Source: an optimization exercise on an open RTL-to-GDS flow (aim: small area). Production flows keep margins and buffers that such runs may drop.
Where RTL was checked, it was by simulation tests only, not by an equivalence proof against the original.
Function not checked in run 3: the RTL went through the layout flow alone.
The clock port is modelled as an ideal driver; clocking choices that lean on that would not hold on a real chip.
No activity file was given, so power comes from the tool's default toggle rates.

===== flow/config.mk =====
export PLATFORM = sky130hd
export DESIGN_NAME = fp16_sum
export DESIGN_NICKNAME = fp16_sum
export VERILOG_FILES = /design/flow/design.v
export SDC_FILE = /design/flow/constraint.sdc
export NUM_CORES = 4
export LEC_CHECK = 0
export ABC_AREA = 1
export CAP_MARGIN = 20
export CORE_MARGIN = 2
export CORE_UTILIZATION = 55
export GPL_TIMING_DRIVEN = 0
export SLEW_MARGIN = 20

===== flow/constraint.sdc =====
create_clock -name core_clock -period 4.5 [get_ports {clk}]
set_input_delay 0.9000 -clock core_clock [delete_from_list [all_inputs] [get_ports {clk}]]
set_output_delay 0.9000 -clock core_clock [all_outputs]
set_load 0.01 [all_outputs]

===== flow/design.v =====
`default_nettype none
module fp16_sum(input wire clk,input wire [15:0] num1,num2,output reg [15:0] out);
	localparam K = 7;
	function automatic [12:0] radd12(input [11:0] a, input [11:0] b, input ci);
		integer k;
		reg c;
		begin
			c = ci;
			for (k = 0; k < 12; k = k + 1) begin
				radd12[k] = a[k] ^ b[k] ^ c;
				c = (a[k] & b[k]) | (c & (a[k] ^ b[k]));
			end
			radd12[12] = c;
		end
	endfunction
	function automatic gt10(input [9:0] a, input [9:0] b);
		integer k;
		reg g;
		begin
			g = 1'b0;
			for (k = 0; k < 10; k = k + 1)
				g = (a[k] & ~b[k]) | (~(a[k] ^ b[k]) & g);
			gt10 = g;
		end
	endfunction
	wire [4:0]  e1   = num1[14:10];
	wire [4:0]  e2   = num2[14:10];
	wire [12:0] a12  = radd12({7'd0, e1}, {7'h7f, ~e2}, 1'b1);    
	wire [12:0] a21  = radd12({7'd0, e2}, {7'h7f, ~e1}, 1'b1);    
	wire        egt  = ~a12[12];                    
	wire        eeq  = e1 == e2;
	wire [4:0]  d    = egt ? a21[4:0] : a12[4:0];
	wire        swap = egt | (eeq & gt10(num2[9:0], num1[9:0]));    
	wire [9:0]  bm   = swap ? num2[9:0] : num1[9:0];
	wire [9:0]  sm   = swap ? num1[9:0] : num2[9:0];
	wire [10:0] sn   = {1'b1, sm} >> d;
	wire        sub  = num1[15] ^ num2[15];
	wire [12:0] lsum = radd12({{(12-K){1'b0}}, bm[K-1:0]}, {{(12-K){1'b0}}, sn[K-1:0] ^ {K{sub}}}, sub);
	reg        r1_sign, r1_sub;
	reg [4:0]  r1_exp;
	reg [9:K]  r1_bm;
	reg [10:K] r1_sn;
	reg [K:0]  r1_lo;        
	always @(posedge clk) begin
		r1_sign <= swap ? num2[15] : num1[15];
		r1_sub  <= sub;
		r1_exp  <= egt ? e2 : e1;
		r1_bm   <= bm[9:K];
		r1_sn   <= sn[10:K];
		r1_lo   <= lsum[K:0];
	end
	wire [12:0] ps  = radd12({{(K+1){1'b0}}, 1'b1, r1_bm}, {{(K+1){1'b0}}, r1_sn ^ {(11-K){r1_sub}}}, r1_lo[K]);
	wire [11:0] pre = {ps[11-K] ^ r1_sub, ps[10-K:0], r1_lo[K-1:0]};
	reg  [3:0]  p;
	integer i;
	always @* begin
		p = 4'd0;
		for (i = 0; i < 12; i = i + 1)
			if (pre[i]) p = i;
	end
	wire [11:0] x  = {pre[11:2], pre[1:0] & {2{~r1_sub}}};
	wire [11:0] xs = x << (4'd11 - p);
	wire        nz = |pre;
	wire [12:0] ee = radd12({7'd0, r1_exp}, {8'd0, p} + 12'hff6, 1'b0);
	wire [4:0]  re = nz ? ee[4:0] : 5'd0;
	wire [9:0]  rm = xs[10:1];
	reg [15:0] s2, s3, s4;
	always @(posedge clk) begin
		s2  <= {r1_sign, re, rm};
		s3  <= s2;
		s4  <= s3;
		out <= s4;
	end
endmodule

===== flow/flow/run.sh =====
#!/bin/bash
# The standard layout with these changes:
#  - synthesis maps with flow/abc.script and without the adder cell step;
#  - the port buffers are plain buf_1 cells;
#  - clock tree synthesis inserts no dummy loads.
set -euo pipefail
here=$(pwd)
inner=$(grep -o 'SYNTH_SCRIPT=[^ ]*' standard.sh | head -1 | cut -d= -f2-)
export OWN_INNER_SYNTH=$inner
export OWN_ABC_SCRIPT=$here/flow/abc.script
export BUFFER_PORTS_ARGS="-buffer_cell sky130_fd_sc_hd__buf_1"
export CTS_ARGS="-sink_clustering_enable -repair_clock_nets -dont_use_dummy_load"
export RECOVER_POWER=100
sed "s#SYNTH_SCRIPT=[^ ]*#SYNTH_SCRIPT=$here/flow/synth.tcl ADDER_MAP_FILE=#" standard.sh > own.sh
bash own.sh > flow.log 2>&1

===== flow/flow/abc.script =====
strash
dch -f
map -D 3400 -B 0.2
strash
dch -f
map -D 3400 -B 0.2
topo
stime -c
dnsize -c

===== flow/flow/synth.tcl =====
# The standard flow's synthesis script, with our own ABC script for the technology
# mapping (the registers and their names are unchanged).
proc abc {args} {
  set i [lsearch -exact $args -script]
  if {$i >= 0} { lset args [expr {$i + 1}] $::env(OWN_ABC_SCRIPT) }
  yosys abc {*}$args
}
source $::env(OWN_INNER_SYNTH)

===== flow/standard.sh =====
#!/bin/bash
# synth_recipe.tcl (not shown) runs the flow's synth.tcl, then flattens the netlist and writes it again
# the make line also repeats each setting of config.mk as NAME=value (left out here)
make -C /OpenROAD-flow-scripts/flow DESIGN_CONFIG=/design/flow/config.mk WORK_HOME=/design/flow/orfs CLKGATE_MAP_FILE= SYNTH_SCRIPT=/design/flow/synth_recipe.tcl "${@:-finish}"

==> out/qor.csv, run 1 <==
stage,metric,value,unit
pwr,Sequential Power Share,46.3,%
placement,global placer's final weighted congestion,0.922,
sta,Final min period,4.23,ns
cts,CTS Buffer Depth,2,
yosys,#FFs+latches synth,86,
pwr,proportion of power drawn by the clock network,15.2,%
pwr,Net Sw Frac,36.2,%
cts,CTS tree,built,
grt,GRT Util Overall,20.6,%
yosys,register area share after synthesis,48.1,%
yosys,Mapped Cells,470,
cts,hold_buf cts,0,
cts,Clock Sinks,86,
floorplanning,Starting Density,56.6,%
pwr,Peak VDD IR,459,µV
cts,"Clk pin slew, worst setup/hold paths",0.07,ns
min_path,HP Class,flip-flop to flip-flop,
grt,GRT Residual Overflow,0,
placement,I/O Buffers,48,
sta,fmax,237,MHz
route,DR pass1 iterations,4,
cts,CTS buffer count,9,
route,via count,3146,
setup_path,CP required,4.76,ns
route,Routed Antenna Nets,0,
finish,share of cells above drive strength 1,10.5,%
finish,post-route cell area,0.00420,mm²
setup_path,WS Path Type,primary input to flip-flop,
floorplanning,# rows,29,
pwr,net switching power,0.000931,W
pwr,combinational share of power,38.4,%
route,vias per cell,5.09,
pwr,total design power,0.00257,W
pwr,P per Cell Area,613,mW/mm²
finish,Final Util,66.5,%
setup_path,Worst Path Max Fanout,11,
placement,post-place setup slack,-1.03,ns
finish,# fillers,580,
sta,Fin. Hold Viols,0,
setup_path,critical path arrival,4.48,ns
sta,Max-slew headroom,37.4,%
grt,initial antenna violation count,0,
yosys,Mapped Area,0.00358,mm²
yosys,syn nets,503,
placement,Post-DP HPWL,5.34,mm
sta,final worst-path setup slack,0.275,ns
floorplanning,Core ar.,0.00631,mm²
yosys,synthesized area per cell,7.61,µm²
setup_path,"most used cell, CP",nand2_1,
pwr,Int Pwr,0.00164,W
cts,CTS H-tree depth,3,
sta,count of pins over their slew limit,0,
route,Initial DRC Count,158,
run_status,status,"complete, no violations",
finish,Area Growth Syn to Fin,17.5,%
sta,final critical-path share of the clock period,93.9,%
finish,final non-filler cell total,618,
setup_path,CP peak stage delay,0.31,ns
grt,vias in the first global route,2814,
route,drt wl/cell,11.7,µm
pwr,Static Leak,1.72,nW
cts,Root Driver,clkbuf_8,
placement,dpl cells,595,
yosys,Yosys warning count,1,
finish,nets,576,
yosys,Unique masters post-synth,28,
setup_path,slowest CP cell,or2_4,
setup_path,Critical Path End Type,flip-flop,
grt,largest net degree at the start of global routing,22,
grt,global-route wire length before repair,11.7,mm
placement,Placed Area,0.00387,mm²
sta,setup violators final,0,
sta,clk_skew,0.0137,ns
floorplanning,die area,0.00716,mm²
flow_run,max_cap viols,0,
setup_path,kind of start point of the critical path,primary input,
route,# DRC,0,
finish,# diodes,0,
floorplanning,die height,84.6,µm
sta,worst-margin pin slew,0.930,ns
floorplanning,io pins,49,
cts,later-pin clock latency in the skew report,0.34,ns
floorplanning,die extent in x,84.6,µm
route,routed wire length,7.25,mm
==> synth_stat cells <==
cell type	instances	area [µm²]
nor3b_1	1	7.51
and3_1	1	6.26
nor3_1	5	25.0
nand2_1	102	383
nor2_1	48	180
a22oi_1	8	60.1
a221oi_1	1	8.76
a21oi_1	28	140
or2_2	5	31.3
a21o_1	1	7.51
o221ai_1	1	8.76
xor2_1	20	175
nand3_1	6	30.0
o21ai_0	55	275
o22ai_1	4	25.0
clkinv_1	69	259
o21a_1	4	30.0
a22o_1	1	8.76
a32o_1	1	10.0
o211ai_1	4	30.0
a31oi_1	3	18.8
o31ai_1	1	7.51
mux2i_1	2	20.0
o311ai_0	1	8.76
xnor2_1	9	78.8
dfxtp_1	86	1720
nor4_1	2	12.5
nand4_1	1	6.26
==> path summary, 6_finish.rpt <==
check / from / end / slack [ns] / cells after the start
worst max-delay path: num2[10] / r1_lo[6]$_DFF_P_ / 0.27 / 29
worst min-delay path: s2[2]$_SDFF_PP0_ / s3[2]$_DFF_P_ / 0.31 / 0
worst max register to register: r1_sub$_DFF_P_ / s2[14]$_SDFF_PN0_ / 0.70 / 26
worst min register to register: s2[2]$_SDFF_PP0_ / s3[2]$_DFF_P_ / 0.31 / 0
==> state kept, by name (all words and copies together), names as in the netlist <==
register and count:
out 16, s2 16, s3 16, s4 16, r1_lo 8, r1_exp 5
r1_sn 4, r1_bm 3, r1_sign 1, r1_sub 1
==> layout by cell type, fill, tap and decap left out, drive strengths merged <==
| master | count |
|---|---|
| nor3 | 5 |
| o211ai | 4 |
| clkbuf | 11 |
| and3 | 1 |
| xor2 | 20 |
| clkinvlp | 1 |
| a221oi | 1 |
| o21ai | 55 |
| a32o | 1 |
| or2 | 5 |
| xnor2 | 9 |
| nor4 | 2 |
| nand2 | 104 |
| nor2 | 48 |
| o31ai | 1 |
| nor3b | 1 |
| inv | 3 |
| buf | 58 |
| nand4 | 1 |
| o311ai | 1 |
| dfxtp | 86 |
| mux2i | 2 |
| a22oi | 8 |
| a31oi | 3 |
| a21o | 1 |
| clkinv | 65 |
| o21a | 4 |
| o22ai | 4 |
| nand3 | 6 |
| a22o | 1 |
| a21oi | 28 |
| o221ai | 1 |
==> power groups by stage <==
| stage | registers (W) | clock network, W | logic [W] |
|---|---|---|---|
| 6_report | 0.00119 | 0.000392 | 0.000990 |
| 5_1_grt | 0.00123 | 0.000436 | 0.00111 |
| 4_1_cts | 0.00120 | 0.000413 | 0.000928 |
| 3_5_place_dp | 0.00122 | 0 | 0.000899 |
| 3_3_place_gp | 0.00120 | 0 | 0.000882 |
| 2_1_floorplan | 0.00123 | 0 | 0.000649 |
==> logic make-up (layout without fill, tap and decap cells) <==
| group | after synthesis | in the layout | synth area share (%) |
|---|---|---|---|
| buf+inv | 69 | 138 | 7.24 |
| simple gates | 171 | 173 | 19.1 |
| mux | 2 | 2 | 0.560 |
| compound gates | 113 | 113 | 17.9 |
| flops | 86 | 86 | 48.1 |
| xor+xnor | 29 | 29 | 7.10 |
==> repair_timing <==
action	CTS	global route
gates resized for setup	12	29
setup endpoints to repair	5	5
buffers inserted	6	6
pin swaps	4	9
gates cloned	2	0
==> critical path, delay by kind of cell <==
family | cells | cell delay [ns]
buffers and inverters | 3 | 0.34
AO/OA/AOI/OAI | 9 | 1.16
AND/OR/NAND/NOR | 15 | 1.69
XOR/XNOR | 2 | 0.38
==> layer usage <==
layer  vias to the layer above  wire [µm]  track usage, %  share of wire, %
met4                         0        204            11.0               2.8
met2                        79       3730            36.9                51
met3                        14        277            4.62               3.8
li1                       1674          -               -                 -
met5                         -          0               0                 0
met1                      1379       3040            22.3                42
==> metrics by stage <==
step,hold slack (ns),TNS [ns]
after floorplan,0.310,0
after global placement,0.309,-4.23
after detailed placement,0.312,-4.41
after CTS,0.313,0
after global routing,0.316,-0.173
final,0.311,0
==> final cells by class <==
class | instances | area [µm²] | share of cell area (%)
Tap cell | 77 | 96.3 | 2.29
Multi-Input combinational cell | 317 | 1720 | 40.9
Clock buffer | 9 | 124 | 2.95
Sequential cell | 86 | 1720 | 41.0
Inverter | 69 | 269 | 6.40
Timing Repair Buffer | 60 | 273 | 6.49
==> run 2, diff against run 1 <==
--- a/flow/flow/run.sh
+++ b/flow/flow/run.sh
@@ -11,5 +11,4 @@
 export BUFFER_PORTS_ARGS="-buffer_cell sky130_fd_sc_hd__buf_1"
 export CTS_ARGS="-sink_clustering_enable -repair_clock_nets -dont_use_dummy_load"
-export RECOVER_POWER=100
 sed "s#SYNTH_SCRIPT=[^ ]*#SYNTH_SCRIPT=$here/flow/synth.tcl ADDER_MAP_FILE=#" standard.sh > own.sh
 bash own.sh > flow.log 2>&1
==> flow/flow/abc.script (replaced) <==
strash
dch -f
map -D 3400 -B 0.2
strash
dch -f
map -D 3400 -B 0.2
topo
stime -c
buffer -c
upsize -c
dnsize -c
==> out/qor.csv, run 2 <==
stage,metric,value,unit,change
placement,dpl cells,608,,+2.2%
setup_path,r2r startpoint,r1_sub$_DFF_P_,,
yosys,Synth area leaders,"dfxtp_1, nand2_1, inv_1",,
yosys,Mapped Cells,480,,+2.1%
floorplanning,die area,0.00750,mm²,+4.7%
finish,# diodes,0,,unchanged
yosys,commonest cells in the netlist,"nand2_1, dfxtp_1, inv_1",,
sta,Max-slew headroom,31.1,%,-6.3 points
floorplanning,# rows,30,,+3.4%
floorplanning,io pins,49,,unchanged
pwr,Sequential Power Share,46.9,%,+0.6 points
setup_path,kind of start point of the critical path,primary input,,
sta,clk_skew,0.0286,ns,+0.0149 ns
placement,Post-DP HPWL,5.40,mm,+0.99%
pwr,combinational share of power,37.8,%,-0.6 points
route,Routed Antenna Nets,0,,unchanged
route,via count,3050,,-3.1%
cts,CTS buffer count,9,,unchanged
finish,share of cells above drive strength 1,9.50,%,-1.0 points
yosys,Yosys warning count,1,,unchanged
pwr,Int Pwr,0.00163,W,-0.96%
grt,GRT Util Overall,19.0,%,-1.6 points
placement,global placer's final weighted congestion,0.963,,+4.4%
finish,# fillers,645,,+11%
cts,CTS tree,built,,
pwr,net switching power,0.000903,W,-3.1%
yosys,synthesized area per cell,7.82,µm²,+2.7%
finish,"commonest non-fill, non-tap cell in the layout",nand2_1,,
finish,Area Growth Syn to Fin,10.8,%,
setup_path,reg2reg setup slack,0.88,ns,+0.18 ns
floorplanning,Starting Density,56.2,%,-0.48 points
finish,Register Area,0.00172,mm²,unchanged
yosys,Post-synth EDFFs,0,,unchanged
cts,"Clk pin slew, worst setup/hold paths",0.07,ns,about the same
route,Initial DRC Count,107,,-32%
pwr,Peak VDD IR,159,µV,-65%
yosys,Yosys top cell by area,dfxtp_1,,
floorplanning,die extent in x,86.6,µm,+2.3%
sta,Fin. Hold Viols,0,,unchanged
route,drt wl/cell,10.8,µm,-8.3%
setup_path,CP required,4.75,ns,about the same
cts,CTS Buffer Depth,2,,unchanged
sta,hold_ws,0.309,ns,-0.00137 ns
setup_path,Worst Setup SP,num1[10],,
sta,Final TNS setup,0,ns,unchanged
setup_path,WS Path Type,primary input to flip-flop,,
grt,GRT Residual Overflow,0,,unchanged
floorplanning,die height,86.6,µm,+2.3%
pwr,Static Leak,1.91,nW,+11%
yosys,Unique masters post-synth,43,,+54%
yosys,Mapped Area,0.00375,mm²,+4.9%
sta,setup violators final,0,,unchanged
floorplanning,Core ar.,0.00668,mm²,+5.8%
finish,final non-filler cell total,617,,-0.16%
setup_path,CP endpoint,r1_lo[6]$_DFF_P_,,
cts,Clock Sinks,86,,unchanged
route,DR pass1 iterations,4,,unchanged
yosys,#FFs+latches synth,86,,unchanged
flow_run,max_cap viols,0,,unchanged
setup_path,critical path arrival,4.38,ns,-0.10 ns
route,routed wire length,6.64,mm,-8.4%
placement,I/O Buffers,48,,unchanged
yosys,top cell type's share of synthesized area,45.9,%,-2.3 points
route,vias per cell,4.94,,-2.9%
yosys,most common cell in the netlist,nand2_1,,
sta,RSZ-0062 raised after global routing,false,,
run_status,status,"complete, no violations",,
setup_path,Critical Path End Type,flip-flop,,
pwr,proportion of power drawn by the clock network,15.3,%,about the same
cts,hold_buf cts,0,,unchanged
sta,count of pins over their slew limit,0,,unchanged
pwr,total design power,0.00253,W,-1.7%
sta,final critical-path share of the clock period,91.8,%,-2.1 points
setup_path,worst r2r path cells,27,,+3.8%
cts,later-pin clock latency in the skew report,0.34,ns,about the same
finish,nets,572,,-0.69%
sta,fmax,242,MHz,+2.3%
setup_path,RR Endpoint,s2[14]$_SDFF_PN0_,,
min_path,hold path startpoint,s4[8]$_DFF_P_,,
yosys,"Async S/R FF share, synth",0,%,unchanged
finish,multi-input logic area,0.00172,mm²,-0.15%
yosys,syn nets,513,,+2.0%
sta,Final min period,4.13,ns,-0.0960 ns
cts,Root Driver,clkbuf_8,,
finish,"commonest non-fill, non-tap cells in the layout","nand2_1, dfxtp_1, inv_1",,
pwr,Net Sw Frac,35.7,%,-0.50 points
cts,post-cts resize count,0,,-12
setup_path,Worst Path Max Fanout,10,,-1
yosys,"Top FF cell, synth",dfxtp_1,,
yosys,register area share after synthesis,45.9,%,-2.3 points
route,# DRC,0,,unchanged
cts,CTS H-tree depth,3,,unchanged
grt,largest net degree at the start of global routing,16,,-27%
cts,postcts setup bufs,0,,-6
grt,vias in the first global route,2689,,-4.4%
sta,worst-margin pin slew,1.02,ns,+0.0941 ns
grt,global-route wire length before repair,11.2,mm,-4.2%
pwr,P per Cell Area,609,mW/mm²,-0.66%
min_path,HP Class,flip-flop to flip-flop,,
grt,initial antenna violation count,0,,unchanged
[run 2: cell count changes after synthesis, moves of 5 or more]
cell	change
clkinv_1	-68
inv_1	+59
o21ai_0	-24
o21ai_1	+19
inv_2	+9
nor2_1	-6
a21oi_1	-5
clkbuf_1	+5
nor2_2	+5
o21ai_2	+5
[run 2: cells by family after synthesis]
family | share of synthesized area, %
and+or+nand+nor | 18.9
AOI/OAI and AO/OA | 18.6
DFF | 45.9
buffers and inverters | 8.40
xor gates and xnor gates | 7.67
muxes | 0.534
[run 2: power by group through the flow]
stage | combinational (W) | clock, W | sequential (W)
CTS | 0.000954 | 0.000403 | 0.00119
floorplan | 0.000704 | 0 | 0.00122
global placement | 0.000933 | 0 | 0.00119
finish | 0.000955 | 0.000387 | 0.00119
detailed placement | 0.000951 | 0 | 0.00121
global route | 0.00109 | 0.000439 | 0.00122
[run 2: worst max-delay path: stages]
cell     delay (ns)
buf_1          0.15
nor2_2         0.07
or2_1          0.27
nor2_4         0.17
inv_2          0.08
nor4_1         0.22
o21ai_1        0.13
nand2_2        0.11
buf_6          0.14
nand2_1        0.05
o21ai_1        0.11
mux2i_1        0.13
o21ai_0        0.26
nand2_1        0.15
a32o_2         0.28
nand2_1        0.06
o21ai_1        0.11
o21ai_2        0.20
nand2_1        0.06
o21ai_1        0.11
nand2_1        0.09
o21ai_2        0.07
nand2_1        0.08
o21ai_2        0.07
nand2_1        0.08
nand2_2        0.09
xor2_2         0.12
[run 2: layer usage]
layer	track usage, %	share of wire (%)	vias up
met1	20.4	44	1322
met5	0	0	-
met3	4.48	3.3	18
met4	9.94	3.4	0
li1	-	-	1651
met2	34.3	49	59
[run 2: final cells by class]
type,instances,share of cell area [%]
tap,80,2.41
multi-input combinational,315,41.3
timing repair buffer,48,4.33
clock buffer,9,2.98
sequential,86,41.4
buffer,10,1.35
inverter,69,6.23
[run 2: worst min-delay path by stage]
stage,endpoint,slack (ns),cells past startpoint
after floorplan,out[0]$_DFF_P_,0.31,0
after global placement,out[0]$_DFF_P_,0.31,0
after detailed placement,s3[10]$_DFF_P_,0.31,0
after CTS,out[8]$_DFF_P_,0.31,0
after global routing,out[8]$_DFF_P_,0.31,0
final,out[8]$_DFF_P_,0.31,0
[run 2: stage by stage]
stage	setup slack (ns)	cell area [µm²]	util [%]
3_5_place_dp	0.0216	4030	60.4
4_1_cts	0.362	4160	62.2
2_1_floorplan	0.657	3750	-
3_3_place_gp	0.117	4030	60.4
5_1_grt	0.0266	4160	62.2
6_report	0.370	4160	62.2
==> run 3, diff against run 2 <==
--- a/flow/design.v
+++ b/flow/design.v
@@ -52,17 +52,19 @@
 	wire [12:0] ps  = radd12({{(K+1){1'b0}}, 1'b1, r1_bm}, {{(K+1){1'b0}}, r1_sn ^ {(11-K){r1_sub}}}, r1_lo[K]);
 	wire [11:0] pre = {ps[11-K] ^ r1_sub, ps[10-K:0], r1_lo[K-1:0]};
-	reg  [3:0]  p;
-	integer i;
-	always @* begin
-		p = 4'd0;
-		for (i = 0; i < 12; i = i + 1)
-			if (pre[i]) p = i;
-	end
-	wire [11:0] x  = {pre[11:2], pre[1:0] & {2{~r1_sub}}};
-	wire [11:0] xs = x << (4'd11 - p);
+	wire        hi = |pre[10:2];
+	wire [11:0] v0 = {pre[11:2],
+	                  pre[1] & ~(r1_sub & hi),
+	                  pre[0] & ~(r1_sub & (hi | pre[1]))};
+	wire        z8 = ~|v0[11:4];
+	wire [11:0] v1 = z8 ? {v0[3:0], 8'd0} : v0;
+	wire        z4 = ~|v1[11:8];
+	wire [11:0] v2 = z4 ? {v1[7:0], 4'd0} : v1;
+	wire        z2 = ~|v2[11:10];
+	wire [11:0] v3 = z2 ? {v2[9:0], 2'd0} : v2;
+	wire        z1 = ~v3[11];
+	wire [11:0] v4 = z1 ? {v3[10:0], 1'd0} : v3;
+	wire [9:0]  rm = v4[10:1];
 	wire        nz = |pre;
-	wire [12:0] ee = radd12({7'd0, r1_exp}, {8'd0, p} + 12'hff6, 1'b0);
-	wire [4:0]  re = nz ? ee[4:0] : 5'd0;
-	wire [9:0]  rm = xs[10:1];
+	wire [4:0]  re = nz ? r1_exp + 5'd1 - {1'b0, z8, z4, z2, z1} : 5'd0;
 	reg [15:0] s2, s3, s4;
 	always @(posedge clk) begin
==> out/qor.csv, run 3 <==
stage,metric,value,unit,change
run_status,status,"complete, no violations",,
cts,later-pin clock latency in the skew report,0.34,ns,about the same
finish,Final Util,63.8,%,+1.6 points
setup_path,Critical Path End Type,flip-flop,,
cts,CTS buffer count,9,,unchanged
pwr,Static Leak,2.05,nW,+7.2%
route,routed wire length,6.92,mm,+4.2%
sta,setup violators final,0,,unchanged
sta,clk_skew,0.0224,ns,-0.00621 ns
yosys,Yosys warning count,1,,unchanged
cts,CTS H-tree depth,3,,unchanged
yosys,Mapped Area,0.00383,mm²,+2.0%
cts,"Clk pin slew, worst setup/hold paths",0.08,ns,about the same
yosys,Yosys top cell by area,dfxtp_1,,
floorplanning,Starting Density,56.6,%,+0.49 points
sta,count of pins over their slew limit,0,,unchanged
setup_path,CP required,4.76,ns,about the same
grt,GRT Util Overall,19.2,%,+0.20 points
route,via count,3185,,+4.4%
finish,Area Growth Syn to Fin,12.6,%,
route,Initial DRC Count,77,,-28%
cts,CTS Buffer Depth,2,,unchanged
setup_path,critical path arrival,4.37,ns,about the same
route,Routed Antenna Nets,0,,unchanged
setup_path,slowest CP cell,or2_2,,
sta,hold_ws,0.306,ns,-0.00294 ns
yosys,Synth area leaders,"dfxtp_1, nand2_1, o21ai_0",,
setup_path,WS Path Type,primary input to flip-flop,,
pwr,combinational share of power,40.3,%,+2.5 points
placement,Placed Area,0.00411,mm²,+1.9%
pwr,Int Pwr,0.00168,W,+3.2%
route,vias per cell,4.96,,+0.36%
cts,CTS tree,built,,
setup_path,kind of start point of the critical path,primary input,,
finish,"commonest non-fill, non-tap cell in the layout",nand2_1,,
pwr,P per Cell Area,613,mW/mm²,+0.66%
finish,share of cells above drive strength 1,10.3,%,+0.82 points
yosys,synthesized area per cell,7.65,µm²,-2.1%
route,drt wl/cell,10.8,µm,+0.13%
finish,nets,597,,+4.4%
grt,vias in the first global route,2790,,+3.8%
placement,Post-DP HPWL,5.57,mm,+3.3%
floorplanning,die height,87.4,µm,+0.95%
floorplanning,# rows,30,,unchanged
cts,Clock Sinks,86,,unchanged
finish,# diodes,0,,unchanged
yosys,most common cell in the netlist,nand2_1,,
setup_path,CP peak stage delay,0.30,ns,+0.02 ns
floorplanning,Core ar.,0.00676,mm²,+1.1%
pwr,Net Sw Frac,36.4,%,+0.72 points
yosys,commonest cells in the netlist,"nand2_1, dfxtp_1, inv_1",,
setup_path,Worst path top cell family by delay,simple AND/OR/NAND/NOR gates,,
pwr,proportion of power drawn by the clock network,14.8,%,-0.5 points
placement,I/O Buffers,48,,unchanged
sta,final critical-path share of the clock period,91.5,%,-0.31 points
sta,Final min period,4.12,ns,-0.0141 ns
floorplanning,io pins,49,,unchanged
sta,Final TNS setup,0,ns,unchanged
setup_path,Worst Path Max Fanout,10,,unchanged
sta,Fin. Hold Viols,0,,unchanged
setup_path,"most used cell, CP",nand2_1,,
floorplanning,die area,0.00764,mm²,+1.9%
setup_path,crit path buf inv count,5,,+2
yosys,syn nets,533,,+3.9%
grt,initial antenna violation count,0,,unchanged
yosys,"Top FF cell, synth",dfxtp_1,,
yosys,Mapped Cells,500,,+4.2%
placement,post-place setup slack,-0.411,ns,-0.433 ns
yosys,Post-synth EDFFs,0,,unchanged
pwr,Peak VDD IR,212,µV,+33%
cts,hold_buf cts,0,,unchanged
sta,fmax,243,MHz,+0.34%
yosys,top cell type's share of synthesized area,45.0,%,-0.90 points
floorplanning,die extent in x,87.4,µm,+0.95%
grt,GRT Residual Overflow,0,,unchanged
yosys,Unique masters post-synth,45,,+4.7%
min_path,HP Class,flip-flop to flip-flop,,
yosys,register area share after synthesis,45.0,%,-0.90 points
grt,global-route wire length before repair,11.4,mm,+2.0%
grt,largest net degree at the start of global routing,16,,unchanged
sta,Max-slew headroom,58.6,%,+28 points
route,DR pass1 iterations,4,,unchanged
sta,final worst-path setup slack,0.385,ns,+0.0141 ns
route,# DRC,0,,unchanged
finish,# fillers,624,,-3.3%
cts,Root Driver,clkbuf_8,,
placement,global placer's final weighted congestion,0.900,,-6.5%
flow_run,max_cap viols,0,,unchanged
yosys,#FFs+latches synth,86,,unchanged
pwr,net switching power,0.000961,W,+6.5%
finish,"commonest non-fill, non-tap cells in the layout","nand2_1, dfxtp_1, inv_1",,
sta,worst-margin pin slew,0.616,ns,-0.408 ns
pwr,Sequential Power Share,45.0,%,-1.9 points
finish,post-route cell area,0.00431,mm²,+3.7%
yosys,"Async S/R FF share, synth",0,%,unchanged
-- run 3: worst paths after layout --
| kind | slack (ns) | cells past startpoint | start | end |
|---|---|---|---|---|
| max | 0.38 | 29 | num2[10] | r1_lo[6]$_DFF_P_ |
| min reg2reg | 0.31 | 0 | s4[10]$_DFF_P_ | out[10]$_DFF_P_ |
| max reg2reg | 0.60 | 24 | r1_sub$_DFF_P_ | s2[14]$_SDFF_PN0_ |
| min | 0.31 | 0 | s4[10]$_DFF_P_ | out[10]$_DFF_P_ |
-- run 3: repair_timing --
item                                    in CTS  in global routing
pin swaps                                    0                  3
endpoints found under the setup margin       2                  4
resized for setup                            1                 10
setup buffers                                0                  5
-- run 3: stage by stage --
stage / power (W) / std cells
floorplan: 0.00201 / 500
global placement: 0.00221 / 628
detailed placement: 0.00225 / 628
CTS: 0.00265 / 637
global route: 0.00288 / 642
finish: 0.00264 / 642
-- run 3: power by group through the flow --
stage | Combinational [W] | Sequential [W] | Clock (W)
after floorplan | 0.000792 | 0.00122 | 0
after global placement | 0.00102 | 0.00119 | 0
after detailed placement | 0.00104 | 0.00121 | 0
after CTS | 0.00105 | 0.00119 | 0.000409
after global routing | 0.00121 | 0.00122 | 0.000446
final | 0.00106 | 0.00119 | 0.000390
-- run 3: layout make-up --
class                   instances  area, µm²  area share [%]
clock buffers                   9        124            2.87
multi-input cells             343       1860            43.2
repair buffers                 53        218            5.05
well taps                      80        100            2.32
flip-flops and latches         86       1720            40.0
inverters                      62        233            5.40
plain buffers                   9       50.0            1.16
-- run 3: kinds of logic after synthesis --
logic type | count (synthesis) | synth area share, %
flops | 86 | 45.0
xor+xnor | 31 | 7.29
compound gates | 105 | 16.6
mux | 3 | 0.785
simple gates | 204 | 23.0
buf+inv | 71 | 7.32
-- run 3: worst register-to-register path: stages, from the launching register on --
cell      delay [ns]
dfxtp_1         0.31
buf_6           0.13
or2_1           0.22
a21o_1          0.18
nand3_2         0.07
nand2_1         0.08
and3_4          0.17
or2_4           0.24
xnor2_2         0.16
nor2_1          0.08
and3_4          0.19
nand2_4         0.12
inv_2           0.08
a22oi_2         0.23
nand4_4         0.21
o21ai_1         0.25
nand2_1         0.10
nand2_2         0.17
inv_2           0.08
a211oi_4        0.20
nand2_1         0.12
a21boi_2        0.15
nor2_1          0.06
a21oi_1         0.12
o21a_1          0.13
-- run 3: routing by layer --
layer | vias up | track usage, % | share of wire, %
met5 | - | 0 | 0
met3 | 12 | 4.55 | 3.1
met2 | 63 | 36.9 | 53
met4 | 0 | 8.25 | 2.0
li1 | 1721 | - | -
met1 | 1389 | 19.3 | 42
==> run 4, diff against run 3 <==
--- a/flow/design.v
+++ b/flow/design.v
@@ -52,19 +52,17 @@
 	wire [12:0] ps  = radd12({{(K+1){1'b0}}, 1'b1, r1_bm}, {{(K+1){1'b0}}, r1_sn ^ {(11-K){r1_sub}}}, r1_lo[K]);
 	wire [11:0] pre = {ps[11-K] ^ r1_sub, ps[10-K:0], r1_lo[K-1:0]};
-	wire        hi = |pre[10:2];
-	wire [11:0] v0 = {pre[11:2],
-	                  pre[1] & ~(r1_sub & hi),
-	                  pre[0] & ~(r1_sub & (hi | pre[1]))};
-	wire        z8 = ~|v0[11:4];
-	wire [11:0] v1 = z8 ? {v0[3:0], 8'd0} : v0;
-	wire        z4 = ~|v1[11:8];
-	wire [11:0] v2 = z4 ? {v1[7:0], 4'd0} : v1;
-	wire        z2 = ~|v2[11:10];
-	wire [11:0] v3 = z2 ? {v2[9:0], 2'd0} : v2;
-	wire        z1 = ~v3[11];
-	wire [11:0] v4 = z1 ? {v3[10:0], 1'd0} : v3;
-	wire [9:0]  rm = v4[10:1];
+	reg  [3:0]  p;
+	integer i;
+	always @* begin
+		p = 4'd0;
+		for (i = 0; i < 12; i = i + 1)
+			if (pre[i]) p = i;
+	end
+	wire [11:0] x  = {pre[11:2], pre[1:0] & {2{~r1_sub}}};
+	wire [11:0] xs = x << (4'd11 - p);
 	wire        nz = |pre;
-	wire [4:0]  re = nz ? r1_exp + 5'd1 - {1'b0, z8, z4, z2, z1} : 5'd0;
+	wire [12:0] ee = radd12({7'd0, r1_exp}, {8'd0, p} + 12'hff6, 1'b0);
+	wire [4:0]  re = nz ? ee[4:0] : 5'd0;
+	wire [9:0]  rm = xs[10:1];
 	reg [15:0] s2, s3, s4;
 	always @(posedge clk) begin
--- a/flow/flow/run.sh
+++ b/flow/flow/run.sh
@@ -11,4 +11,6 @@
 export BUFFER_PORTS_ARGS="-buffer_cell sky130_fd_sc_hd__buf_1"
 export CTS_ARGS="-sink_clustering_enable -repair_clock_nets -dont_use_dummy_load"
+export RECOVER_POWER=100
+export POST_CTS_TCL=$here/flow/post_cts.tcl
 sed "s#SYNTH_SCRIPT=[^ ]*#SYNTH_SCRIPT=$here/flow/synth.tcl ADDER_MAP_FILE=#" standard.sh > own.sh
 bash own.sh > flow.log 2>&1
==> flow/flow/downsize.tcl (new file) <==
# Area recovery: give each logic cell the smallest drive strength of its
# function that keeps setup slack above a margin and adds no slew,
# capacitance or fanout violation. Registers keep their cell type.
proc own_cell_area {lib_cell_name} {
  set m [[ord::get_db] findMaster $lib_cell_name]
  return [expr {[$m getWidth] * [$m getHeight]}]
}
proc own_downsize {margin} {
  estimate_parasitics -placement
  puts "area recovery: setup slack before [sta::worst_slack_cmd max]"
  set v0 [expr {[sta::max_slew_violation_count] + [sta::max_capacitance_violation_count] + [sta::max_fanout_violation_count]}]
  set saved 0
  set n 0
  foreach inst [get_cells *] {
    if {[catch {get_name [get_lib_cells -of_objects $inst]} cur]} { continue }
    if {![regexp {^(sky130_fd_sc_hd__[a-z0-9]+)_([0-9]+)$} $cur -> base drv]} { continue }
    if {[regexp {dfxtp|dfrtp|clkbuf|clkinv|tap|fill|decap|conb|dly} $base]} { continue }
    set best $cur
    set cands {}
    foreach lc [get_lib_cells ${base}_*] { lappend cands [get_name $lc] }
    foreach cand [lsort -dictionary $cands] {
      if {![regexp {^sky130_fd_sc_hd__[a-z0-9]+_([0-9]+)$} $cand -> cdrv]} { continue }
      if {$cdrv >= $drv} { continue }
      if {[own_cell_area $cand] >= [own_cell_area $best]} { continue }
      if {[[[ord::get_db] findMaster $cand] getWidth] > [[[ord::get_db] findMaster $cur] getWidth]} { continue }
      replace_cell $inst $cand
      set ok [expr {[sta::worst_slack_cmd max] >= $margin * 1e-9}]
      if {$ok} {
        set v [expr {[sta::max_slew_violation_count] + [sta::max_capacitance_violation_count] + [sta::max_fanout_violation_count]}]
        set ok [expr {$v <= $v0}]
      }
      if {$ok} {
        set saved [expr {$saved + [own_cell_area $best] - [own_cell_area $cand]}]
        set best $cand
        incr n
        break
      }
      replace_cell $inst $best
    }
  }
  puts "area recovery: $n cells downsized, [expr {$saved / 1e6}] um^2 saved, setup slack [sta::worst_slack_cmd max]"
}
==> flow/flow/post_cts.tcl (new file) <==
# After clock tree synthesis: area recovery by downsizing logic cells.
source [file join [file dirname [info script]] downsize.tcl]
own_downsize 0.2
==> out/qor.csv, run 4 <==
stage,metric,value,unit,change
placement,global placer's final weighted congestion,0.963,,+7.0%
finish,# fillers,646,,+3.5%
finish,"commonest non-fill, non-tap cells in the layout","nand2_1, dfxtp_1, inv_1",,
placement,Post-DP HPWL,5.40,mm,-3.2%
sta,final critical-path share of the clock period,91.4,%,about the same
pwr,Peak VDD IR,160,µV,-25%
pwr,Static Leak,1.92,nW,-6.2%
sta,Final TNS setup,0,ns,unchanged
yosys,Unique masters post-synth,43,,-4.4%
sta,Fin. Hold Viols,0,,unchanged
setup_path,CP peak stage delay,0.30,ns,about the same
setup_path,CP required,4.74,ns,-0.02 ns
finish,# diodes,0,,unchanged
setup_path,cell depth of the worst setup path,26,,-10%
flow_run,max_cap viols,0,,unchanged
cts,CTS tree,built,,
grt,vias in the first global route,2706,,-3.0%
yosys,"Top FF cell, synth",dfxtp_1,,
yosys,syn nets,513,,-3.8%
setup_path,crit path buf inv count,4,,-1
setup_path,kind of start point of the critical path,primary input,,
finish,final non-filler cell total,621,,-3.3%
cts,Clock Sinks,86,,unchanged
run_status,status,"complete, no violations",,
placement,I/O Buffers,48,,unchanged
floorplanning,io pins,49,,unchanged
yosys,commonest cells in the netlist,"nand2_1, dfxtp_1, inv_1",,
sta,worst-margin pin slew,1.01,ns,+0.391 ns
pwr,P per Cell Area,610,mW/mm²,-0.41%
min_path,HP Class,flip-flop to flip-flop,,
setup_path,"most used cell, CP",nand2_1,,
grt,largest net degree at the start of global routing,16,,unchanged
yosys,Mapped Cells,480,,-4.0%
setup_path,Worst Path Max Fanout,7,,-3
placement,dpl cells,608,,-3.2%
grt,GRT Residual Overflow,0,,unchanged
setup_path,Critical Path End Type,flip-flop,,
finish,share of cells above drive strength 1,8.32,%,-2.0 points
sta,fmax,243,MHz,about the same
yosys,"Async S/R FF share, synth",0,%,unchanged
yosys,synthesized area per cell,7.82,µm²,+2.1%
sta,Final min period,4.11,ns,-0.00170 ns
yosys,Mapped Area,0.00375,mm²,-2.0%
route,Initial DRC Count,104,,+35%
route,vias per cell,4.95,,-0.32%
setup_path,Worst path top cell family by delay,compound AO/OA/AOI/OAI gates,,
floorplanning,die extent in x,86.6,µm,-0.94%
grt,global-route wire length before repair,11.4,mm,-0.79%
yosys,Post-synth EDFFs,0,,unchanged
finish,nets,576,,-3.5%
route,# DRC,0,,unchanged
setup_path,slowest CP cell,or2_2,,
floorplanning,Core ar.,0.00668,mm²,-1.1%
sta,Max-slew headroom,32.2,%,-26 points
sta,setup violators final,0,,unchanged
grt,GRT Util Overall,19.2,%,about the same
route,routed wire length,6.75,mm,-2.5%
route,Routed Antenna Nets,0,,unchanged
floorplanning,Starting Density,56.2,%,-0.49 points
yosys,Synth area leaders,"dfxtp_1, nand2_1, inv_1",,
setup_path,worst r2r path cells,27,,+13%
yosys,#FFs+latches synth,86,,unchanged
floorplanning,die height,86.6,µm,-0.94%
route,DR pass1 iterations,4,,unchanged
cts,"Clk pin slew, worst setup/hold paths",0.07,ns,about the same
setup_path,critical path arrival,4.36,ns,about the same
finish,Area Growth Syn to Fin,10.4,%,
sta,count of pins over their slew limit,0,,unchanged
min_path,worst hold path depth,0,,unchanged
yosys,top cell type's share of synthesized area,45.9,%,+0.90 points
grt,initial antenna violation count,0,,unchanged
yosys,Yosys warning count,1,,unchanged
sta,hold_ws,0.309,ns,+0.00262 ns
yosys,register area share after synthesis,45.9,%,+0.90 points
route,drt wl/cell,10.9,µm,+0.84%
route,via count,3071,,-3.6%
sta,clk_skew,0.0287,ns,+0.00625 ns
placement,post-place setup slack,0.0216,ns,+0.433 ns
yosys,Yosys top cell by area,dfxtp_1,,
floorplanning,# rows,30,,unchanged
floorplanning,die area,0.00750,mm²,-1.9%
finish,"commonest non-fill, non-tap cell in the layout",nand2_1,,
sta,RSZ-0062 raised after global routing,false,,
sta,final worst-path setup slack,0.386,ns,+0.00170 ns
cts,later-pin clock latency in the skew report,0.34,ns,about the same
yosys,most common cell in the netlist,nand2_1,,
setup_path,WS Path Type,primary input to flip-flop,,
## run 4: changes by cell type after synthesis, sizes merged, moves of 3 or more
cell,delta
nand2,-31
a21oi,+8
inv,+6
or2,-6
xnor2,-4
a31oi,+3
nor2,+3
o21ai,-3
## run 4: area by class of cell
class,instances,area [µm²],share of cell area [%]
timing repair buffer,52,211,5.11
multi-input combinational,315,1670,40.3
sequential,86,1720,41.6
tap,80,100,2.42
clock buffer,9,124,2.99
inverter,69,259,6.25
buffer,10,57.6,1.39
## run 4: final timing paths
| kind | to | slack [ns] | from |
|---|---|---|---|
| setup / recovery | r1_lo[6]$_DFF_P_ | 0.39 | num1[13] |
| hold / removal | out[8]$_DFF_P_ | 0.31 | s4[8]$_DFF_P_ |
| setup reg to reg | s2[14]$_SDFF_PN0_ | 0.62 | r1_sub$_DFF_P_ |
| hold reg to reg | out[8]$_DFF_P_ | 0.31 | s4[8]$_DFF_P_ |
## run 4: worst reg2reg max path: stages (launching register included)
cell and delay [ns]:
dfxtp_1 0.30, clkbuf_1 0.32, xnor2_1 0.19, nor2_1 0.06
inv_1 0.08, nand3_1 0.09, nand2_1 0.10, and3_1 0.18
nor2_1 0.05, or2_2 0.28, nand2_1 0.13, inv_1 0.09
a21oi_1 0.13, nand2_1 0.13, inv_2 0.10, nand2_1 0.06
nor2_1 0.38, nor2_1 0.14, inv_1 0.08, nand2_1 0.07
nand2_1 0.06, inv_1 0.05, nor3_1 0.22, nor2_1 0.09
nor2_1 0.13, a21oi_1 0.07, xor2_1 0.13, nor2_1 0.05
## run 4: metal layers
metal  wire, µm  GRT usage [%]  vias up  share of wire [%]
met3        218           4.57       18                3.2
met1       2950           20.7     1324                 44
met2       3340           34.0       68                 49
met4        239           10.9        0                3.5
met5          0              0        -                  0
li1           -              -     1661                  -
## run 4: stage by stage
step	power, W	cell area, µm²	util [%]
floorplan	0.00193	3750	-
global placement	0.00213	4030	60.4
detailed placement	0.00216	4030	60.4
global route	0.00275	4140	62.0
finish	0.00253	4140	62.0
## run 4: kinds of logic after synthesis
logic type	Yosys count	share of synthesized area, %
AO/OA/AOI/OAI	113	18.6
XOR/XNOR	29	7.67
multiplexers	2	0.534
buffers and inverters	79	8.40
AND/OR/NAND/NOR	171	18.9
flip-flops	86	45.9
## run 4: where the power goes
| part | total [W] | switching (W) | internal [W] |
|---|---|---|---|
| Clock | 0.000387 | 0.000208 | 0.000178 |
| Sequential | 0.00119 | 0.0000860 | 0.00110 |
| Combinational | 0.000953 | 0.000604 | 0.000349 |
| Total | 0.00253 | 0.000898 | 0.00163 |
==> run 5, diff against run 4 <==
==> flow/flow/post_cts.tcl (replaced) <==
# After clock tree synthesis: area recovery by downsizing logic cells.
source [file join [file dirname [info script]] downsize.tcl]
own_downsize 0.4
==> out/qor.csv, run 5 <==
stage,metric,value,unit,change
run_status,status,"complete, no violations",,
sta,Fin. Hold Viols,0,,unchanged
sta,Final min period,4.10,ns,-0.0163 ns
placement,I/O Buffers,48,,unchanged
yosys,#FFs+latches synth,86,,unchanged
grt,vias in the first global route,2704,,-0.074%
finish,# fillers,652,,+0.93%
sta,Max-slew headroom,31.1,%,-1.0 points
route,drt wl/cell,10.7,µm,-1.3%
grt,initial antenna violation count,0,,unchanged
finish,Register Area,0.00172,mm²,unchanged
route,Initial DRC Count,83,,-20%
floorplanning,die height,86.6,µm,unchanged
floorplanning,die area,0.00750,mm²,unchanged
min_path,HP Class,flip-flop to flip-flop,,
yosys,Mapped Area,0.00375,mm²,unchanged
setup_path,CP peak stage delay,0.27,ns,-0.03 ns
sta,fmax,244,MHz,+0.40%
placement,global placer's final weighted congestion,0.963,,unchanged
yosys,Synth area leaders,"dfxtp_1, nand2_1, inv_1",,
pwr,Peak VDD IR,159,µV,-0.30%
setup_path,reg2reg setup slack,0.58,ns,-0.04 ns
pwr,P per Cell Area,612,mW/mm²,+0.24%
grt,global-route wire length before repair,11.3,mm,-0.67%
cts,"Clk pin slew, worst setup/hold paths",0.07,ns,about the same
sta,final critical-path share of the clock period,91.1,%,-0.36 points
yosys,Post-synth EDFFs,0,,unchanged
floorplanning,Starting Density,56.2,%,unchanged
setup_path,Worst path top cell family by delay,simple AND/OR/NAND/NOR gates,,
floorplanning,# rows,30,,unchanged
yosys,Yosys warning count,1,,unchanged
sta,final worst-path setup slack,0.403,ns,+0.0163 ns
yosys,top cell type's share of synthesized area,45.9,%,unchanged
floorplanning,die extent in x,86.6,µm,unchanged
grt,GRT Residual Overflow,0,,unchanged
finish,multi-input logic area,0.00165,mm²,-0.98%
setup_path,"most used cell, CP",nand2_1,,
route,vias per cell,4.92,,-0.56%
pwr,Static Leak,1.90,nW,-1.2%
yosys,Yosys top cell by area,dfxtp_1,,
grt,largest net degree at the start of global routing,16,,unchanged
placement,Post-DP HPWL,5.40,mm,unchanged
sta,count of pins over their slew limit,0,,unchanged
sta,Final TNS setup,0,ns,unchanged
yosys,"Top FF cell, synth",dfxtp_1,,
setup_path,crit path buf inv count,3,,-1
yosys,commonest cells in the netlist,"nand2_1, dfxtp_1, inv_1",,
placement,post-place setup slack,0.0216,ns,unchanged
route,# DRC,0,,unchanged
setup_path,Critical Path End Type,flip-flop,,
setup_path,slowest CP cell,or2_1,,
setup_path,WS Path Type,primary input to flip-flop,,
yosys,Mapped Cells,480,,unchanged
floorplanning,Core ar.,0.00668,mm²,unchanged
finish,share of cells above drive strength 1,6.89,%,-1.4 points
yosys,Unique masters post-synth,43,,unchanged
flow_run,max_cap viols,0,,unchanged
finish,nets,572,,-0.69%
grt,GRT Util Overall,19.0,%,-0.12 points
pwr,total design power,0.00250,W,-0.91%
setup_path,Worst Path Max Fanout,10,,+3
cts,CTS tree,built,,
setup_path,kind of start point of the critical path,primary input,,
setup_path,critical path arrival,4.34,ns,-0.02 ns
sta,RSZ-0062 raised after global routing,false,,
finish,Final Util,61.3,%,-0.71 points
cts,Clock Sinks,86,,unchanged
route,Routed Antenna Nets,0,,unchanged
yosys,"Async S/R FF share, synth",0,%,unchanged
finish,"commonest non-fill, non-tap cell in the layout",nand2_1,,
finish,final non-filler cell total,617,,-0.64%
floorplanning,io pins,49,,unchanged
sta,setup violators final,0,,unchanged
finish,"commonest non-fill, non-tap cells in the layout","nand2_1, dfxtp_1, inv_1",,
yosys,synthesized area per cell,7.82,µm²,unchanged
cts,later-pin clock latency in the skew report,0.34,ns,about the same
yosys,syn nets,513,,unchanged
sta,clk_skew,0.0287,ns,+0.0000631 ns
finish,Area Growth Syn to Fin,9.10,%,
setup_path,CP required,4.74,ns,about the same
finish,# diodes,0,,unchanged
route,routed wire length,6.62,mm,-1.9%
placement,dpl cells,608,,unchanged
yosys,most common cell in the netlist,nand2_1,,
yosys,register area share after synthesis,45.9,%,unchanged
route,via count,3034,,-1.2%
sta,worst-margin pin slew,1.02,ns,+0.0154 ns
route,DR pass1 iterations,4,,unchanged
==> run 5: cell counts after synthesis <==
No cell type changed its count.
==> run 5: area by class of cell <==
class / instances / share of cell area, %
sequential: 86 / 42.1
multi-input combinational: 315 / 40.3
inverter: 69 / 6.33
timing repair buffer: 48 / 4.40
clock buffer: 9 / 3.03
tap: 80 / 2.44
buffer: 10 / 1.41
==> run 5: through the flow <==
| step | hold slack (ns) | area (µm²) |
|---|---|---|
| floorplan | 0.310 | 3750 |
| global placement | 0.310 | 4030 |
| detailed placement | 0.312 | 4030 |
| global route | 0.312 | 4090 |
| finish | 0.309 | 4090 |
==> run 5: kinds of logic after synthesis <==
| logic type | Yosys count | share of synthesized area [%] |
|---|---|---|
| AOI/OAI and AO/OA | 113 | 18.6 |
| and+or+nand+nor | 171 | 18.9 |
| xor gates and xnor gates | 29 | 7.67 |
| DFF | 86 | 45.9 |
| muxes | 2 | 0.534 |
| buffers and inverters | 79 | 8.40 |
==> run 5: where the power goes <==
group	switching (W)	internal, W
sequential	0.0000858	0.00110
clock	0.000208	0.000178
combinational	0.000594	0.000336
==> run 5: layer usage <==
layer | GRT usage, % | routed length [µm] | vias to the layer above
li1 | - | - | 1652
met1 | 20.5 | 2920 | 1304
met2 | 33.8 | 3230 | 58
met3 | 4.57 | 207 | 20
met4 | 10.9 | 264 | 0
met5 | 0 | 0 | -
==> run 5: worst paths after layout <==
kind	startpoint	to	cells after the start
min	s4[8]$_DFF_P_	out[8]$_DFF_P_	0
max	num1[10]	r1_lo[6]$_DFF_P_	27
min reg2reg	s4[8]$_DFF_P_	out[8]$_DFF_P_	0
max reg2reg	r1_sub$_DFF_P_	s2[14]$_SDFF_PN0_	27
==> run 6, diff against run 5 <==
--- a/flow/flow/run.sh
+++ b/flow/flow/run.sh
@@ -13,4 +13,5 @@
 export RECOVER_POWER=100
 export POST_CTS_TCL=$here/flow/post_cts.tcl
+export POST_GLOBAL_ROUTE_TCL=$here/flow/post_grt.tcl
 sed "s#SYNTH_SCRIPT=[^ ]*#SYNTH_SCRIPT=$here/flow/synth.tcl ADDER_MAP_FILE=#" standard.sh > own.sh
 bash own.sh > flow.log 2>&1
--- a/flow/flow/downsize.tcl
+++ b/flow/flow/downsize.tcl
@@ -6,6 +6,6 @@
   return [expr {[$m getWidth] * [$m getHeight]}]
 }
-proc own_downsize {margin} {
-  estimate_parasitics -placement
+proc own_downsize {margin {parasitics -placement}} {
+  estimate_parasitics $parasitics
   puts "area recovery: setup slack before [sta::worst_slack_cmd max]"
   set v0 [expr {[sta::max_slew_violation_count] + [sta::max_capacitance_violation_count] + [sta::max_fanout_violation_count]}]
==> flow/flow/post_grt.tcl (new file) <==
# After global routing: area recovery by downsizing logic cells, timed with
# global-routing parasitics, then the changed nets are routed again.
source [file join [file dirname [info script]] downsize.tcl]
global_route -start_incremental
own_downsize 0.1 -global_routing
detailed_placement
global_route -end_incremental
estimate_parasitics -global_routing
write_guides $::env(RESULTS_DIR)/route.guide
==> out/qor.csv, run 6 <==
stage,metric,value,unit,change
yosys,Yosys warning count,1,,unchanged
finish,share of cells above drive strength 1,6.89,%,unchanged
route,DR pass1 iterations,4,,unchanged
flow_run,max_cap viols,0,,unchanged
route,routed wire length,6.62,mm,unchanged
route,Routed Antenna Nets,0,,unchanged
placement,I/O Buffers,48,,unchanged
setup_path,worst r2r path cells,27,,unchanged
sta,Final min period,4.10,ns,unchanged
yosys,top cell type's share of synthesized area,45.9,%,unchanged
min_path,hold path endpoint,out[8]$_DFF_P_,,
floorplanning,io pins,49,,unchanged
min_path,HP Class,flip-flop to flip-flop,,
sta,fmax,244,MHz,unchanged
finish,"commonest non-fill, non-tap cell in the layout",nand2_1,,
grt,GRT Util Overall,19.0,%,unchanged
yosys,"Top FF cell, synth",dfxtp_1,,
route,via count,3034,,unchanged
setup_path,critical path arrival,4.34,ns,about the same
min_path,hold path startpoint,s4[8]$_DFF_P_,,
floorplanning,Core ar.,0.00668,mm²,unchanged
finish,"commonest non-fill, non-tap cells in the layout","nand2_1, dfxtp_1, inv_1",,
route,met3 wire length,207,µm,unchanged
floorplanning,die area,0.00750,mm²,unchanged
yosys,synthesized area per cell,7.82,µm²,unchanged
route,# DRC,0,,unchanged
setup_path,RR Endpoint,s2[14]$_SDFF_PN0_,,
placement,Placed Area,0.00403,mm²,unchanged
pwr,Static Leak,1.90,nW,unchanged
finish,# diodes,0,,unchanged
sta,count of pins over their slew limit,0,,unchanged
setup_path,Critical Path End Type,flip-flop,,
yosys,most common cell in the netlist,nand2_1,,
grt,initial antenna violation count,0,,unchanged
yosys,Synth area leaders,"dfxtp_1, nand2_1, inv_1",,
cts,CTS tree,built,,
yosys,commonest cells in the netlist,"nand2_1, dfxtp_1, inv_1",,
grt,GRT Residual Overflow,0,,unchanged
sta,worst-margin pin slew,1.02,ns,unchanged
route,M1 WL,2.92,mm,unchanged
sta,Max-slew headroom,31.1,%,unchanged
yosys,Unique masters post-synth,43,,unchanged
min_path,worst hold path depth,0,,unchanged
floorplanning,die height,86.6,µm,unchanged
yosys,syn nets,513,,unchanged
route,Initial DRC Count,83,,unchanged
sta,setup violators final,0,,unchanged
route,vias per cell,4.92,,unchanged
setup_path,CP required,4.74,ns,about the same
cts,Clock Sinks,86,,unchanged
yosys,Mapped Cells,480,,unchanged
cts,later-pin clock latency in the skew report,0.34,ns,about the same
placement,global placer's final weighted congestion,0.963,,unchanged
grt,vias in the first global route,2704,,unchanged
setup_path,reg2reg setup slack,0.58,ns,about the same
yosys,register area share after synthesis,45.9,%,unchanged
placement,Post-DP HPWL,5.40,mm,unchanged
route,routed wl met2,3.23,mm,unchanged
yosys,Mapped Area,0.00375,mm²,unchanged
finish,nets,572,,unchanged
pwr,P per Cell Area,612,mW/mm²,unchanged
sta,Fin. Hold Viols,0,,unchanged
finish,Area Growth Syn to Fin,9.10,%,unchanged
sta,clk_skew,0.0287,ns,unchanged
run_status,status,"complete, no violations",,
route,uppermost layer routed,met4,,
yosys,Post-synth EDFFs,0,,unchanged
floorplanning,die extent in x,86.6,µm,unchanged
setup_path,kind of start point of the critical path,primary input,,
setup_path,r2r startpoint,r1_sub$_DFF_P_,,
sta,final critical-path share of the clock period,91.1,%,unchanged
finish,multi-input logic area,0.00165,mm²,unchanged
finish,post-route cell area,0.00409,mm²,unchanged
route,drt wl/cell,10.7,µm,unchanged
cts,"Clk pin slew, worst setup/hold paths",0.07,ns,about the same
finish,# fillers,652,,unchanged
yosys,#FFs+latches synth,86,,unchanged
finish,Register Area,0.00172,mm²,unchanged
yosys,Yosys top cell by area,dfxtp_1,,
setup_path,Worst Path Max Fanout,10,,unchanged
pwr,Peak VDD IR,159,µV,unchanged
yosys,"Async S/R FF share, synth",0,%,unchanged
grt,global-route wire length before repair,11.3,mm,unchanged
floorplanning,Starting Density,56.2,%,unchanged
grt,largest net degree at the start of global routing,16,,unchanged
setup_path,WS Path Type,primary input to flip-flop,,
sta,Final TNS setup,0,ns,unchanged
floorplanning,# rows,30,,unchanged
run 6: report_power, final:
part | switching [W] | internal [W] | leakage, nW
clock | 0.000208 | 0.000178 | 0.0647
sequential | 0.0000858 | 0.00110 | 0.723
combinational | 0.000594 | 0.000336 | 1.11
run 6: area by class of cell:
cell class,instances,share of cell area [%]
sequential,86,42.1
multi-input combinational,315,40.3
inverter,69,6.33
timing repair buffer,48,4.40
clock buffer,9,3.03
tap,80,2.44
buffer,10,1.41
run 6: cell families (layout without fill, tap and decap cells):
kind of cell,Yosys count,in the layout,synth area share [%]
AND/OR/NAND/NOR,171,171,18.9
AO/OA/AOI/OAI,113,113,18.6
flip-flops,86,86,45.9
buffers and inverters,79,136,8.40
XOR/XNOR,29,29,7.67
multiplexers,2,2,0.534
run 6: worst max path at each step:
stage / start / to / slack [ns] / cells past startpoint
6_report: num1[10] / r1_lo[6]$_DFF_P_ / 0.40 / 27
3_5_place_dp: num1[10] / r1_lo[6]$_DFF_P_ / 0.02 / 27
3_3_place_gp: num1[10] / r1_lo[6]$_DFF_P_ / 0.12 / 27
2_1_floorplan: num1[13] / r1_lo[6]$_DFF_P_ / 0.66 / 25
run 6: per-layer routing:
layer	vias up	global-route usage, %
li1	1652	-
met1	1304	20.5
met2	58	33.8
met3	20	4.57
met4	0	10.9
met5	-	0
run 6: critical path, cell delays in order:
cell     delay (ns)
buf_1          0.15
nor2_2         0.07
or2_1          0.27
nor2_4         0.17
inv_2          0.08
nor4_1         0.22
o21ai_1        0.13
nand2_2        0.11
buf_6          0.14
nand2_1        0.05
o21ai_1        0.11
mux2i_1        0.13
o21ai_1        0.20
nand2_1        0.12
a32o_1         0.27
nand2_1        0.07
o21ai_1        0.11
o21ai_2        0.20
nand2_1        0.06
o21ai_1        0.11
nand2_1        0.07
o21ai_1        0.12
nand2_1        0.09
o21ai_2        0.08
nand2_1        0.06
nand2_1        0.09
xor2_1         0.15
run 6: through the flow:
step / instances / hold slack, ns / power, W / utilization [%] / setup WS (ns)
after floorplan: 480 / 0.310 / 0.00193 / - / 0.657
after global placement: 608 / 0.310 / 0.00213 / 60.4 / 0.117
after detailed placement: 608 / 0.312 / 0.00216 / 60.4 / 0.0216
final: 617 / 0.309 / 0.00250 / 61.3 / 0.403
==> run 7, diff against run 6 <==
--- a/flow/flow/run.sh
+++ b/flow/flow/run.sh
@@ -12,5 +12,4 @@
 export CTS_ARGS="-sink_clustering_enable -repair_clock_nets -dont_use_dummy_load"
 export RECOVER_POWER=100
-export POST_CTS_TCL=$here/flow/post_cts.tcl
 export POST_GLOBAL_ROUTE_TCL=$here/flow/post_grt.tcl
 sed "s#SYNTH_SCRIPT=[^ ]*#SYNTH_SCRIPT=$here/flow/synth.tcl ADDER_MAP_FILE=#" standard.sh > own.sh
removed: flow/flow/post_cts.tcl
==> out/qor.csv, run 7 <==
stage,metric,value,unit,change
run_status,status,"complete, no violations",,
setup_path,WS Path Type,primary input to flip-flop,,
yosys,commonest cells in the netlist,"nand2_1, dfxtp_1, inv_1",,
sta,Final min period,4.16,ns,+0.0586 ns
route,uppermost layer routed,met4,,
sta,Final TNS setup,0,ns,unchanged
finish,Final Util,62.0,%,+0.73 points
placement,post-place setup slack,0.0216,ns,unchanged
floorplanning,die height,86.6,µm,unchanged
route,met3 wire length,231,µm,+12%
floorplanning,Starting Density,56.2,%,unchanged
yosys,Post-synth EDFFs,0,,unchanged
setup_path,crit path buf inv count,3,,unchanged
finish,"commonest non-fill, non-tap cell in the layout",nand2_1,,
pwr,total design power,0.00252,W,+0.77%
cts,post-cts resize count,0,,
yosys,Yosys top cell by area,dfxtp_1,,
setup_path,slowest CP cell,a32o_1,,
cts,CTS tree,built,,
route,routed wl met2,3.27,mm,+1.5%
yosys,"Top FF cell, synth",dfxtp_1,,
setup_path,critical path arrival,4.40,ns,+0.06 ns
route,routed wire length,6.64,mm,+0.29%
setup_path,Worst Path Max Fanout,10,,unchanged
min_path,HP Class,flip-flop to flip-flop,,
setup_path,reg2reg setup slack,0.57,ns,about the same
floorplanning,die extent in x,86.6,µm,unchanged
setup_path,Critical Path End Type,flip-flop,,
min_path,hold path startpoint,s4[8]$_DFF_P_,,
pwr,Static Leak,1.90,nW,+0.45%
pwr,net switching power,0.000899,W,+1.2%
flow_run,max_cap viols,0,,unchanged
setup_path,"most used cell, CP",nand2_1,,
yosys,register area share after synthesis,45.9,%,unchanged
yosys,Unique masters post-synth,43,,unchanged
cts,hold_buf cts,0,,
cts,CTS Buffer Depth,2,,
yosys,Mapped Cells,480,,unchanged
setup_path,kind of start point of the critical path,primary input,,
sta,setup violators final,0,,unchanged
finish,post-route cell area,0.00414,mm²,+1.2%
setup_path,CP peak stage delay,0.28,ns,about the same
floorplanning,Core ar.,0.00668,mm²,unchanged
finish,nets,572,,unchanged
pwr,Net Sw Frac,35.6,%,+0.16 points
pwr,P per Cell Area,609,mW/mm²,-0.41%
route,Initial DRC Count,93,,+12%
finish,# diodes,0,,unchanged
route,DR pass1 iterations,4,,unchanged
cts,CTS H-tree depth,3,,
sta,final critical-path share of the clock period,92.4,%,+1.3 points
yosys,#FFs+latches synth,86,,unchanged
sta,count of pins over their slew limit,0,,unchanged
placement,global placer's final weighted congestion,0.963,,unchanged
route,vias per cell,4.94,,+0.53%
sta,Fin. Hold Viols,0,,unchanged
grt,GRT Util Overall,19.0,%,-0.065 points
sta,fmax,241,MHz,-1.4%
sta,worst-margin pin slew,0.989,ns,-0.0340 ns
grt,GRT Residual Overflow,0,,unchanged
setup_path,CP endpoint,r1_lo[6]$_DFF_P_,,
pwr,Int Pwr,0.00162,W,+0.52%
yosys,most common cell in the netlist,nand2_1,,
setup_path,CP required,4.75,ns,about the same
finish,"commonest non-fill, non-tap cells in the layout","nand2_1, dfxtp_1, inv_1",,
floorplanning,io pins,49,,unchanged
cts,Root Driver,clkbuf_8,,
setup_path,Worst path top cell family by delay,simple AND/OR/NAND/NOR gates,,
yosys,syn nets,513,,unchanged
setup_path,worst r2r path cells,27,,unchanged
yosys,Mapped Area,0.00375,mm²,unchanged
setup_path,cell depth of the worst setup path,27,,unchanged
finish,share of cells above drive strength 1,8.01,%,+1.1 points
sta,Max-slew headroom,33.4,%,+2.3 points
grt,vias in the first global route,2689,,-0.55%
cts,CTS buffer count,9,,
placement,Placed Area,0.00403,mm²,unchanged
route,via count,3050,,+0.53%
cts,postcts setup bufs,0,,
grt,largest net degree at the start of global routing,16,,unchanged
route,M1 WL,2.91,mm,-0.38%
cts,Clock Sinks,86,,unchanged
floorplanning,# rows,30,,unchanged
finish,# fillers,647,,-0.77%
setup_path,r2r startpoint,r1_sub$_DFF_P_,,
pwr,Peak VDD IR,159,µV,about the same
placement,I/O Buffers,48,,unchanged
finish,Area Growth Syn to Fin,10.4,%,
setup_path,Worst Setup SP,num1[10],,
pwr,proportion of power drawn by the clock network,15.3,%,about the same
sta,clk_skew,0.0286,ns,-0.000101 ns
floorplanning,die area,0.00750,mm²,unchanged
route,# DRC,0,,unchanged
yosys,top cell type's share of synthesized area,45.9,%,unchanged
grt,initial antenna violation count,0,,unchanged
yosys,Synth area leaders,"dfxtp_1, nand2_1, inv_1",,
setup_path,RR Endpoint,s2[14]$_SDFF_PN0_,,
grt,global-route wire length before repair,11.2,mm,-0.49%
route,Routed Antenna Nets,0,,unchanged
pwr,Sequential Power Share,47.1,%,-0.3 points
cts,later-pin clock latency in the skew report,0.34,ns,about the same
yosys,Yosys warning count,1,,unchanged
yosys,synthesized area per cell,7.82,µm²,unchanged
yosys,"Async S/R FF share, synth",0,%,unchanged
placement,Post-DP HPWL,5.40,mm,unchanged
pwr,combinational share of power,37.6,%,+0.5 points
sta,final worst-path setup slack,0.344,ns,-0.0586 ns
cts,"Clk pin slew, worst setup/hold paths",0.07,ns,about the same
route,drt wl/cell,10.8,µm,+0.29%
-- run 7: cell types whose count changed in the layout (fill, tap and decap cells not counted), sizes merged --
cell,previous run,this run
buf,50,52
clkbuf,17,15
-- run 7: how the worst min path moves through the flow --
| stage | endpoint | slack, ns | cells past startpoint |
|---|---|---|---|
| 2_1_floorplan | out[0]$_DFF_P_ | 0.31 | 0 |
| 3_3_place_gp | out[0]$_DFF_P_ | 0.31 | 0 |
| 3_5_place_dp | s3[10]$_DFF_P_ | 0.31 | 0 |
| 4_1_cts | out[8]$_DFF_P_ | 0.31 | 0 |
| 6_report | out[8]$_DFF_P_ | 0.31 | 0 |
-- run 7: cell families after synthesis --
family | after synthesis | synth area share [%]
mux | 2 | 0.534
buf+inv | 79 | 8.40
xor+xnor | 29 | 7.67
compound gates | 113 | 18.6
simple gates | 171 | 18.9
flops | 86 | 45.9
-- run 7: layer usage --
metal  track usage, %  vias to the layer above
li1                 -                     1651
met3             4.48                       18
met5                0                        -
met4             9.94                        0
met1             20.4                     1313
met2             34.3                       68
-- run 7: through the flow --
step                      instances  hold slack, ns
after floorplan                 480           0.310
after global placement          608           0.310
after detailed placement        608           0.312
after CTS                       617           0.311
final                           617           0.309
-- run 7: power groups by stage --
stage	sequential (W)	combinational, W	clock, W
final	0.00119	0.000948	0.000387
after detailed placement	0.00121	0.000951	0
after global placement	0.00119	0.000933	0
after CTS	0.00119	0.000954	0.000403
after floorplan	0.00122	0.000704	0
-- run 7: area by class of cell --
type,count,area [µm²],share of cell area (%)
tap,80,100,2.42
buffer,10,55.1,1.33
timing repair buffer,48,180,4.35
inverter,69,259,6.25
clock buffer,9,124,2.99
sequential,86,1720,41.6
multi-input combinational,315,1700,41.1

separate check: timing with driven ports:
Ports are ideal in the flow. The routed layouts listed here were re-timed in OpenROAD.
Step 1: set_driving_cell puts a clkbuf_16 on clk and a buf_2 on each other input, an assumption about the parent block.
Step 2 moves the port delays by t, midway between the first and last clock arrival at a register: inputs arrive t later, outputs are due t later. That takes back most of the time a late clock gives input paths.
Slacks: ideal / step 1 / step 2; pairs: ideal / step 1.
run	shift t [ns]	setup WS [ns]	worst hold slack (ns)	clock arrival spread, ns
run 1	0.360	0.275 / 0.280 / -0.080	0.311 / 0.311 / 0.311	0.014 / 0.014
run 2	0.355	0.370 / 0.378 / 0.023	0.309 / 0.309 / 0.309	0.029 / 0.028
run 3	0.361	0.385 / 0.385 / 0.023	0.306 / 0.306 / 0.306	0.023 / 0.023
run 4	0.357	0.386 / 0.394 / 0.038	0.309 / 0.309 / 0.309	0.028 / 0.029
run 5	0.357	0.403 / 0.411 / 0.055	0.309 / 0.309 / 0.309	0.029 / 0.029
run 6	0.357	0.403 / 0.411 / 0.055	0.309 / 0.309 / 0.309	0.029 / 0.029
run 7	0.356	0.344 / 0.351 / -0.005	0.309 / 0.309 / 0.309	0.028 / 0.028
Met with ideal ports but missed after step 2: setup timing in run 1 and run 7. The setup slack of run 3, which loses most, moves by 0.000 ns with the drivers and by -0.362 ns with both steps.
